Background: an optimization exercise with open tools, aiming at small area. Do not read the settings as production practice.
In this exercise RTL edits were held to simulation tests only and were not proved equivalent to the original.
No activity file was given, so power comes from the tool's default toggle rates.

Design crossbar, start of the top module:
module crossbar (
	input clk,
	input reset,
	input master_0_req,				 
	output master_0_ack,
	input master_0_cmd,				 
	output master_0_resp,
	input [31:0] master_0_addr,
	input [31:0] master_0_wdata,
	output [31:0] master_0_rdata,
	input master_1_req,				 
	output master_1_ack,
	input master_1_cmd,				 
	output master_1_resp,
	input [31:0] master_1_addr,
	input [31:0] master_1_wdata,
	output [31:0] master_1_rdata,
	input master_2_req,
	output master_2_ack,
	input master_2_cmd,
	output master_2_resp,
	input [31:0] master_2_addr,
	input [31:0] master_2_wdata,
	output [31:0] master_2_rdata,
	input master_3_req,
	output master_3_ack,
	input master_3_cmd,
	output master_3_resp,
	input [31:0] master_3_addr,
	input [31:0] master_3_wdata,
	output [31:0] master_3_rdata,
	output slave_0_req,
	input slave_0_ack,
	output slave_0_cmd,
	input slave_0_resp,
	input [31:0] slave_0_rdata,
	output [31:0] slave_0_wdata,
	output [31:0] slave_0_addr,
	output slave_1_req,
	input slave_1_ack,
	output slave_1_cmd,
	input slave_1_resp,
	input [31:0] slave_1_rdata,
	output [31:0] slave_1_wdata,
	output [31:0] slave_1_addr,
	output slave_2_req,
	input slave_2_ack,
	output slave_2_cmd,
	input slave_2_resp,
	input [31:0] slave_2_rdata,
	output [31:0] slave_2_wdata,
	output [31:0] slave_2_addr,
	output slave_3_req,
	input slave_3_ack,
	output slave_3_cmd,
	input slave_3_resp,
	input [31:0] slave_3_rdata,
	output [31:0] slave_3_wdata,
	output [31:0] slave_3_addr
	);
	wire [3:0] r  = {master_3_req, master_2_req, master_1_req, master_0_req};
	wire [3:0] c  = {master_3_cmd, master_2_cmd, master_1_cmd, master_0_cmd};
	wire [3:0] k  = {slave_3_ack, slave_2_ack, slave_1_ack, slave_0_ack};
	wire [3:0] s  = {slave_3_resp, slave_2_resp, slave_1_resp, slave_0_resp};
	reg  [3:0] g;
	reg        m1, mx, la, le;
	reg  [1:0] ri;
	reg        rv;
	wire [3:0] g_d;
	wire       m1_d, mx_d, la_d, le_d, rv_d;
	wire [1:0] ri_d;
	always @(posedge clk) begin
  ...
Size in the first run: about 660 cells after synthesis, roughly 800 I/O pins.
==> flow/config.mk <==
export PLATFORM = sky130hd
export DESIGN_NAME = crossbar
export DESIGN_NICKNAME = crossbar
export VERILOG_FILES = /design/flow/design.v
export SDC_FILE = /design/flow/constraint.sdc
export NUM_CORES = 4
export LEC_CHECK = 0
export CAP_MARGIN = 20
export CORE_AREA = 5 5 295 295
export CTS_BUF_LIST = sky130_fd_sc_hd__clkbuf_4
export CTS_CLUSTER_SIZE = 20
export DIE_AREA = 0 0 300 300
export SLEW_MARGIN = 20
export SYNTH_HIERARCHICAL = 1
==> flow/constraint.sdc <==
create_clock -name core_clock -period 6.0 [get_ports {clk}]
set_input_delay 1.2000 -clock core_clock [delete_from_list [all_inputs] [get_ports {clk}]]
set_output_delay 1.2000 -clock core_clock [all_outputs]
set_load 0.01 [all_outputs]
standard.sh (not shown) runs the stock make flow with config.mk's settings and CLKGATE_MAP_FILE= SYNTH_SCRIPT=/design/flow/synth_recipe.tcl, a recipe that flattens the netlist after the stock synthesis.
==> flow/flow/run.sh <==
#!/bin/bash
# Standard ORFS synthesis, then every combinational cell swapped to its lowest
# drive strength (the repair steps size up what needs it), then the standard
# ORFS layout with the smallest plain buffer on every port.
set -euo pipefail
RES=orfs/results/$FLOW_PLATFORM/crossbar/base
bash standard.sh synth > synth.log 2>&1
SYNTH_ODB=$RES/1_synth.odb openroad -no_init -exit flow/shrink.tcl > shrink.log 2>&1
bash standard.sh "BUFFER_PORTS_ARGS=-buffer_cell sky130_fd_sc_hd__buf_1" finish > standard.log 2>&1
==> flow/flow/shrink.tcl <==
# Swap every combinational cell of the synthesized netlist to the lowest drive
# strength of the same cell; the later repair steps size up what needs it.
# Flip-flops keep the cell type synthesis gave them.
read_db $::env(SYNTH_ODB)
set db [ord::get_db]
set block [ord::get_db_block]
set n 0
foreach inst [$block getInsts] {
  set m [[$inst getMaster] getName]
  if {![regexp {^(sky130_fd_sc_hd__[a-z0-9]+)_([0-9]+)$} $m -> base drive]} { continue }
  if {[regexp {__(df|ed|sd|dl|conb|tap|fill|decap|diode)} $base]} { continue }
  foreach d {1 0} {
    if {$d eq $drive} { break }
    set nm [$db findMaster ${base}_$d]
    if {$nm ne "NULL"} {
      $inst swapMaster $nm
      incr n
      break
    }
  }
}
puts "shrink: swapped $n cells"
write_db $::env(SYNTH_ODB)
The first run finished with timing, DRC and antenna clean.
Then changed:
--- a/flow/flow/run.sh
+++ b/flow/flow/run.sh
@@ -8,2 +8,2 @@
 SYNTH_ODB=$RES/1_synth.odb openroad -no_init -exit flow/shrink.tcl > shrink.log 2>&1
-bash standard.sh "BUFFER_PORTS_ARGS=-buffer_cell sky130_fd_sc_hd__buf_1" finish > standard.log 2>&1
+bash standard.sh "BUFFER_PORTS_ARGS=-buffer_cell sky130_fd_sc_hd__buf_1" "PLACE_PINS_ARGS=-min_distance 1 -min_distance_in_tracks" finish > standard.log 2>&1
CORE_AREA = 5 5 245 245   (was 5 5 295 295)
CTS_CLUSTER_SIZE = unset   (was 20)
DIE_AREA = 0 0 250 250   (was 0 0 300 300)
Global-route usage increases by 2.6 points.
Sequential power decreases by about 7%.
Area after synthesis does not change.
Cell area decreases by 5.2%.
First-iteration DRC count decreases by 13%.
Register-to-register slack is better by 180 ps.
Then changed:
--- a/flow/flow/run.sh
+++ b/flow/flow/run.sh
@@ -8,2 +8,2 @@
 SYNTH_ODB=$RES/1_synth.odb openroad -no_init -exit flow/shrink.tcl > shrink.log 2>&1
-bash standard.sh "BUFFER_PORTS_ARGS=-buffer_cell sky130_fd_sc_hd__buf_1" "PLACE_PINS_ARGS=-min_distance 1 -min_distance_in_tracks" finish > standard.log 2>&1
+bash standard.sh "BUFFER_PORTS_ARGS=-buffer_cell sky130_fd_sc_hd__buf_1" RECOVER_POWER=100 finish > standard.log 2>&1
CORE_AREA = 5 5 295 295   (was 5 5 245 245)
CTS_BUF_LIST = sky130_fd_sc_hd__clkbuf_2 sky130_fd_sc_hd__clkbuf_4 sky130_fd_sc_hd__clkbuf_8   (was sky130_fd_sc_hd__clkbuf_4)
DIE_AREA = 0 0 300 300   (was 0 0 250 250)
GPL_TIMING_DRIVEN = 0   (was unset)
Now the flow produced a layout that fails on capacitance limit, slew limit.
Register-to-register slack barely changes.
Die area climbs by 44%.
Power is higher by 8.3%.
Synthesized area does not change.
Setup slack gets worse by 880 ps.
Then changed:
--- a/flow/flow/run.sh
+++ b/flow/flow/run.sh
@@ -8,2 +8,2 @@
 SYNTH_ODB=$RES/1_synth.odb openroad -no_init -exit flow/shrink.tcl > shrink.log 2>&1
-bash standard.sh "BUFFER_PORTS_ARGS=-buffer_cell sky130_fd_sc_hd__buf_1" RECOVER_POWER=100 finish > standard.log 2>&1
+bash standard.sh "BUFFER_PORTS_ARGS=-buffer_cell sky130_fd_sc_hd__buf_1" finish > standard.log 2>&1
Effect: Now the flow went through all stages and came out clean. Worst setup slack improves by 400 ps. Synthesized area does not change. Clock-buffer cell count is unchanged. Fmax rose by 8.2%. Via count barely changes. Routed wire length barely changes. Critical path depth is unchanged. First-iteration DRC count rose by 3.8%.
Then changed:
GPL_TIMING_DRIVEN = unset   (was 0)
PLACE_DENSITY = 0.85   (was unset)
After rerunning:
- core utilization decreases by 0.22 points
- first-iteration DRC count grows by 18%
- count of clock-buffer cells in the layout stays the same
- design area came out lower by 2.1%
- clock skew rises by 5.6 ps
- global-route usage goes up by 1.0 points
- setup slack improves by 320 ps
- combinational power rises by about 0.8%
- register-to-register slack loses 540 ps
- via count grows by 3.8%
- final cell count is higher by 0.31%

-- separate check: timing with driven ports --
No port has a modelled driver above. Below, the same layouts with a new extraction and two added sets of constraints.
Step 1: set_driving_cell puts a clkbuf_16 on clk and a buf_2 on each other input, an assumption about the parent block.
Step 2 also shifts input and output timing later by t, the mid clock arrival at the registers, as if the neighbouring blocks saw the same clock.
a / b / c = ideal / step 1 / step 2; a / b = the first two.
run | t, ns | slack for setup (ns) | slew at the worst register clock pin (ns) | pins driven straight from the clock port
the first run | 0.332 | 1.490 / 1.406 / 1.406 | 0.10 / 0.10 | 1
the second run | 0.297 | 1.530 / 1.433 / 1.433 | 0.08 / 0.08 | 1
the third run | 0.273 | 0.646 / 0.618 / 0.618 | 0.06 / 0.06 | 1
the fourth run | 0.275 | 1.050 / 1.027 / 1.027 | 0.06 / 0.06 | 1
the fifth run | 0.286 | 1.371 / 1.347 / 1.347 | 0.05 / 0.05 | 1
For the second run, which loses most, drivers alone change the setup slack by -0.097 ns; drivers and shift together by -0.097 ns.
